Context: an optimization exercise on an open-source flow, tuned for small area. The choices shown serve that exercise and are no tape-out recipe.
Only simulation tests tie the RTL to the original design; equivalence was not proved.
No activity file was given, so power comes from the tool's default toggle rates.

run 1:
==> flow/design.v (excerpt) <==
module mul16_top(
    input   wire            clk,
    input   wire            a_signed,
    input   wire            b_signed,
    input   wire    [15:0]  mula,
    input   wire    [15:0]  mulb,
    output  reg     [31:0]  p
);
Size in the first run: about 780 cells after synthesis, ~8000 µm² of cells after synthesis.
Settings: LEC_CHECK=0, ABC_AREA=1, CAP_MARGIN=20, CORE_MARGIN=2, CORE_UTILIZATION=55, CTS_BUF_LIST=sky130_fd_sc_hd__clkbuf_4 sky130_fd_sc_hd__clkbuf_8, CTS_CLUSTER_SIZE=16, SLEW_MARGIN=20, SYNTH_HIERARCHICAL=1; clock period 6.5 ns.
standard.sh (not shown) runs the stock make flow with config.mk's settings and CLKGATE_MAP_FILE= SYNTH_SCRIPT=/design/flow/synth_recipe.tcl, a recipe that flattens the netlist after the stock synthesis.
==> flow/flow/run.sh <==
#!/bin/bash
# Standard ORFS layout (the standard.sh, unchanged synthesis), except:
#  - the port buffers inserted before global placement are the smallest buffer
#    cell instead of the resizer's default choice;
#  - clock tree synthesis does not add dummy loads to balance the tree.
# Full make/tool output goes to standard.log; ORFS keeps each step's own log
# under orfs/logs/.
set -euo pipefail
export BUFFER_PORTS_ARGS="-buffer_cell sky130_fd_sc_hd__buf_1"
export CTS_ARGS="-sink_clustering_enable -repair_clock_nets -dont_use_dummy_load -sink_clustering_size 8 -root_buf sky130_fd_sc_hd__clkbuf_4 -buf_list {sky130_fd_sc_hd__clkbuf_4}"
bash standard.sh > standard.log 2>&1
Run 1 reached the final stage; the timing, design-rule and antenna checks on its layout passed.
Relative to run 1, the following input files were edited for run 2:
--- a/flow/flow/run.sh
+++ b/flow/flow/run.sh
@@ -8,4 +8,4 @@
 set -euo pipefail
 export BUFFER_PORTS_ARGS="-buffer_cell sky130_fd_sc_hd__buf_1"
-export CTS_ARGS="-sink_clustering_enable -repair_clock_nets -dont_use_dummy_load -sink_clustering_size 8 -root_buf sky130_fd_sc_hd__clkbuf_4 -buf_list {sky130_fd_sc_hd__clkbuf_4}"
+export CTS_ARGS="-sink_clustering_enable -repair_clock_nets -dont_use_dummy_load -sink_clustering_size 12 -root_buf sky130_fd_sc_hd__clkbuf_4 -buf_list {sky130_fd_sc_hd__clkbuf_4}"
 bash standard.sh > standard.log 2>&1
Per the comparison of run 2 with run 1, count of clock-net buffers in the final layout held, delay of the slowest cell on the worst path held, summed area of non-filler cells in the final layout held, area of the placeable core held.
Across run 2 and run 1, none had a timing, DRC or antenna violation.
What run 3 does differently from run 2 at the input level:
==> flow/flow/run.sh <==
#!/bin/bash
# Standard ORFS layout (the standard.sh, unchanged synthesis), except:
#  - the port buffers inserted before global placement are the smallest buffer
#    cell instead of the resizer's default choice;
#  - clock tree synthesis uses clkbuf_4 for the root and the leaves and does
#    not add dummy loads to balance the tree.
# Full make/tool output goes to standard.log; ORFS keeps each step's own log
# under orfs/logs/.
set -euo pipefail
export BUFFER_PORTS_ARGS="-buffer_cell sky130_fd_sc_hd__buf_1"
export CTS_ARGS="-sink_clustering_enable -repair_clock_nets -dont_use_dummy_load -sink_clustering_size 12 -sink_buffer_max_cap_derate 0.5 -root_buf sky130_fd_sc_hd__clkbuf_4 -buf_list {sky130_fd_sc_hd__clkbuf_4}"
bash standard.sh > standard.log 2>&1
## What came out
Run 3 against run 2: worst hold-check slack ~0 delta, actual transition at the worst max-transition pin ~0 delta.
Run 2 → run 3: aggregate routed wire length shows no meaningful change, number of setup violations in the final report neither gained nor lost much, sequential share of cell area stayed essentially flat.
Re cell area after layout: no difference whatsoever between run 3 and run 2.
Diff run 2..run 3 | post-detailed-route via-to-cell ratio | unchanged
Between run 3 and run 2, the via count does not differ in any meaningful way.
As far as maximum number of pins on one net before global-route repair goes, run 3 and run 2 are indistinguishable; the numbers are identical.
Per the comparison of run 3 with run 2, buffers plus inverters on the worst setup path flat, delay of the slowest critical-path stage flat.

## exp/nickel
mul16_top again, from the RTL that the note above started with.
==> flow/config.mk <==
export PLATFORM = sky130hd
export DESIGN_NAME = mul16_top
export DESIGN_NICKNAME = mul16_top
export VERILOG_FILES = /design/flow/design.v
export SDC_FILE = /design/flow/constraint.sdc
export NUM_CORES = 4
export LEC_CHECK = 0
export ABC_AREA = 1
export CAP_MARGIN = 20
export CORE_MARGIN = 2
export CORE_UTILIZATION = 55
export CTS_BUF_LIST = sky130_fd_sc_hd__clkbuf_4 sky130_fd_sc_hd__clkbuf_8
export CTS_CLUSTER_SIZE = 16
export SLEW_MARGIN = 20
export SYNTH_HIERARCHICAL = 1
==> flow/constraint.sdc <==
create_clock -name core_clock -period 6.5 [get_ports {clk}]
set_input_delay 1.3000 -clock core_clock [delete_from_list [all_inputs] [get_ports {clk}]]
set_output_delay 1.3000 -clock core_clock [all_outputs]
set_load 0.01 [all_outputs]
==> flow/flow/run.sh <==
#!/bin/bash
# Standard ORFS layout (the standard.sh, unchanged synthesis), except:
#  - the port buffers inserted before global placement are the smallest buffer
#    cell instead of the resizer's default choice;
#  - clock tree synthesis does not add dummy loads to balance the tree.
# Full make/tool output goes to standard.log; ORFS keeps each step's own log
# under orfs/logs/.
set -euo pipefail
export BUFFER_PORTS_ARGS="-buffer_cell sky130_fd_sc_hd__buf_1"
export CTS_ARGS="-sink_clustering_enable -repair_clock_nets -dont_use_dummy_load -sink_clustering_size 8 -sink_clustering_max_diameter 40 -root_buf sky130_fd_sc_hd__clkbuf_4 -buf_list {sky130_fd_sc_hd__clkbuf_4}"
bash standard.sh > standard.log 2>&1
## Diff of input files: exp/cedar against exp/nickel
Settings: swapping 55 for 70 in CORE_UTILIZATION.
diff --git a/flow/flow/run.sh b/flow/flow/run.sh
--- a/flow/flow/run.sh
+++ b/flow/flow/run.sh
@@ -8,4 +8,4 @@
 set -euo pipefail
 export BUFFER_PORTS_ARGS="-buffer_cell sky130_fd_sc_hd__buf_1"
-export CTS_ARGS="-sink_clustering_enable -repair_clock_nets -dont_use_dummy_load -sink_clustering_size 8 -sink_clustering_max_diameter 40 -root_buf sky130_fd_sc_hd__clkbuf_4 -buf_list {sky130_fd_sc_hd__clkbuf_4}"
+export CTS_ARGS="-sink_clustering_enable -repair_clock_nets -dont_use_dummy_load -sink_clustering_size 12 -root_buf sky130_fd_sc_hd__clkbuf_4 -buf_list {sky130_fd_sc_hd__clkbuf_4}"
 bash standard.sh > standard.log 2>&1
### Flow results
- Of exp/nickel and exp/cedar, the lower die area belongs to exp/cedar.
- Global-route wire length before repair, exp/nickel and exp/cedar: lower on exp/cedar
- Switching power is lower on exp/nickel
- Taking exp/nickel as the reference, in exp/cedar via count now sits higher, final worst hold slack lower.
Modified inputs, exp/ember compared to exp/cedar
Settings: CORE_UTILIZATION now 55, was 70.
diff --git a/flow/flow/run.sh b/flow/flow/run.sh
--- a/flow/flow/run.sh
+++ b/flow/flow/run.sh
@@ -8,4 +8,4 @@
 set -euo pipefail
 export BUFFER_PORTS_ARGS="-buffer_cell sky130_fd_sc_hd__buf_1"
-export CTS_ARGS="-sink_clustering_enable -repair_clock_nets -dont_use_dummy_load -sink_clustering_size 12 -root_buf sky130_fd_sc_hd__clkbuf_4 -buf_list {sky130_fd_sc_hd__clkbuf_4}"
+export CTS_ARGS="-sink_clustering_enable -repair_clock_nets -dont_use_dummy_load -sink_clustering_size 12 -buf_list {sky130_fd_sc_hd__clkbuf_2 sky130_fd_sc_hd__clkbuf_4}"
 bash standard.sh > standard.log 2>&1
[summary]
- exp/ember finished end to end and its layout was clean on timing, DRC and antenna.
- Relative to exp/cedar, clock period minus worst slack has decreased by 0.084 ns in exp/ember.
- When exp/ember is set beside exp/cedar, its non-clock buffer count turns out to be 1 smaller.
- exp/cedar has a higher signal arrival time at the worst endpoint than exp/ember.
- What exp/cedar reported for wire length on met1 has to be multiplied by 1.08 to get the figure for exp/ember.
- Routed wire length in exp/ember is 730 µm above exp/cedar.
- exp/ember vs exp/cedar on combinational power: exp/ember is the lower one.
- | relative contribution of sequential cells to total power | exp/cedar vs exp/ember | ≈ equal |
- exp/ember ends up with higher worst setup slack after placement than exp/cedar does.

[afterwards: timing with drivers on the ports]
No port has a modelled driver above. Below, the same layouts with a new extraction and two added sets of constraints.
Step 1 (the two cells are an assumption about what drives the block):
set clk [get_ports {clk}]
set_driving_cell -lib_cell sky130_fd_sc_hd__clkbuf_16 $clk
set_driving_cell -lib_cell sky130_fd_sc_hd__buf_2 [delete_from_list [all_inputs] $clk]
Step 2 moves the port delays by t, midway between the first and last clock arrival at a register: inputs arrive t later, outputs are due t later. That takes back most of the time a late clock gives input paths.
Slacks: no drivers / after step 1 / after step 2; pairs: no drivers / after step 1.
| run | shift t [ns] | setup slack, ns | clock arrival spread, ns | slew at the worst register clock pin (ns) |
|---|---|---|---|---|
| run 1 | 0.476 | 0.621 / 0.621 / 0.621 | 0.032 / 0.033 | 0.12 / 0.12 |
| run 2 | 0.476 | 0.621 / 0.621 / 0.621 | 0.032 / 0.033 | 0.12 / 0.12 |
| run 3 | 0.476 | 0.621 / 0.621 / 0.621 | 0.032 / 0.033 | 0.12 / 0.12 |
| exp/nickel | 0.476 | 0.621 / 0.621 / 0.621 | 0.032 / 0.033 | 0.12 / 0.12 |
| exp/cedar | 0.470 | 0.537 / 0.537 / 0.537 | 0.040 / 0.040 | 0.12 / 0.12 |
| exp/ember | 0.476 | 0.621 / 0.621 / 0.621 | 0.032 / 0.033 | 0.12 / 0.12 |
After both steps every run listed still meets setup and hold.
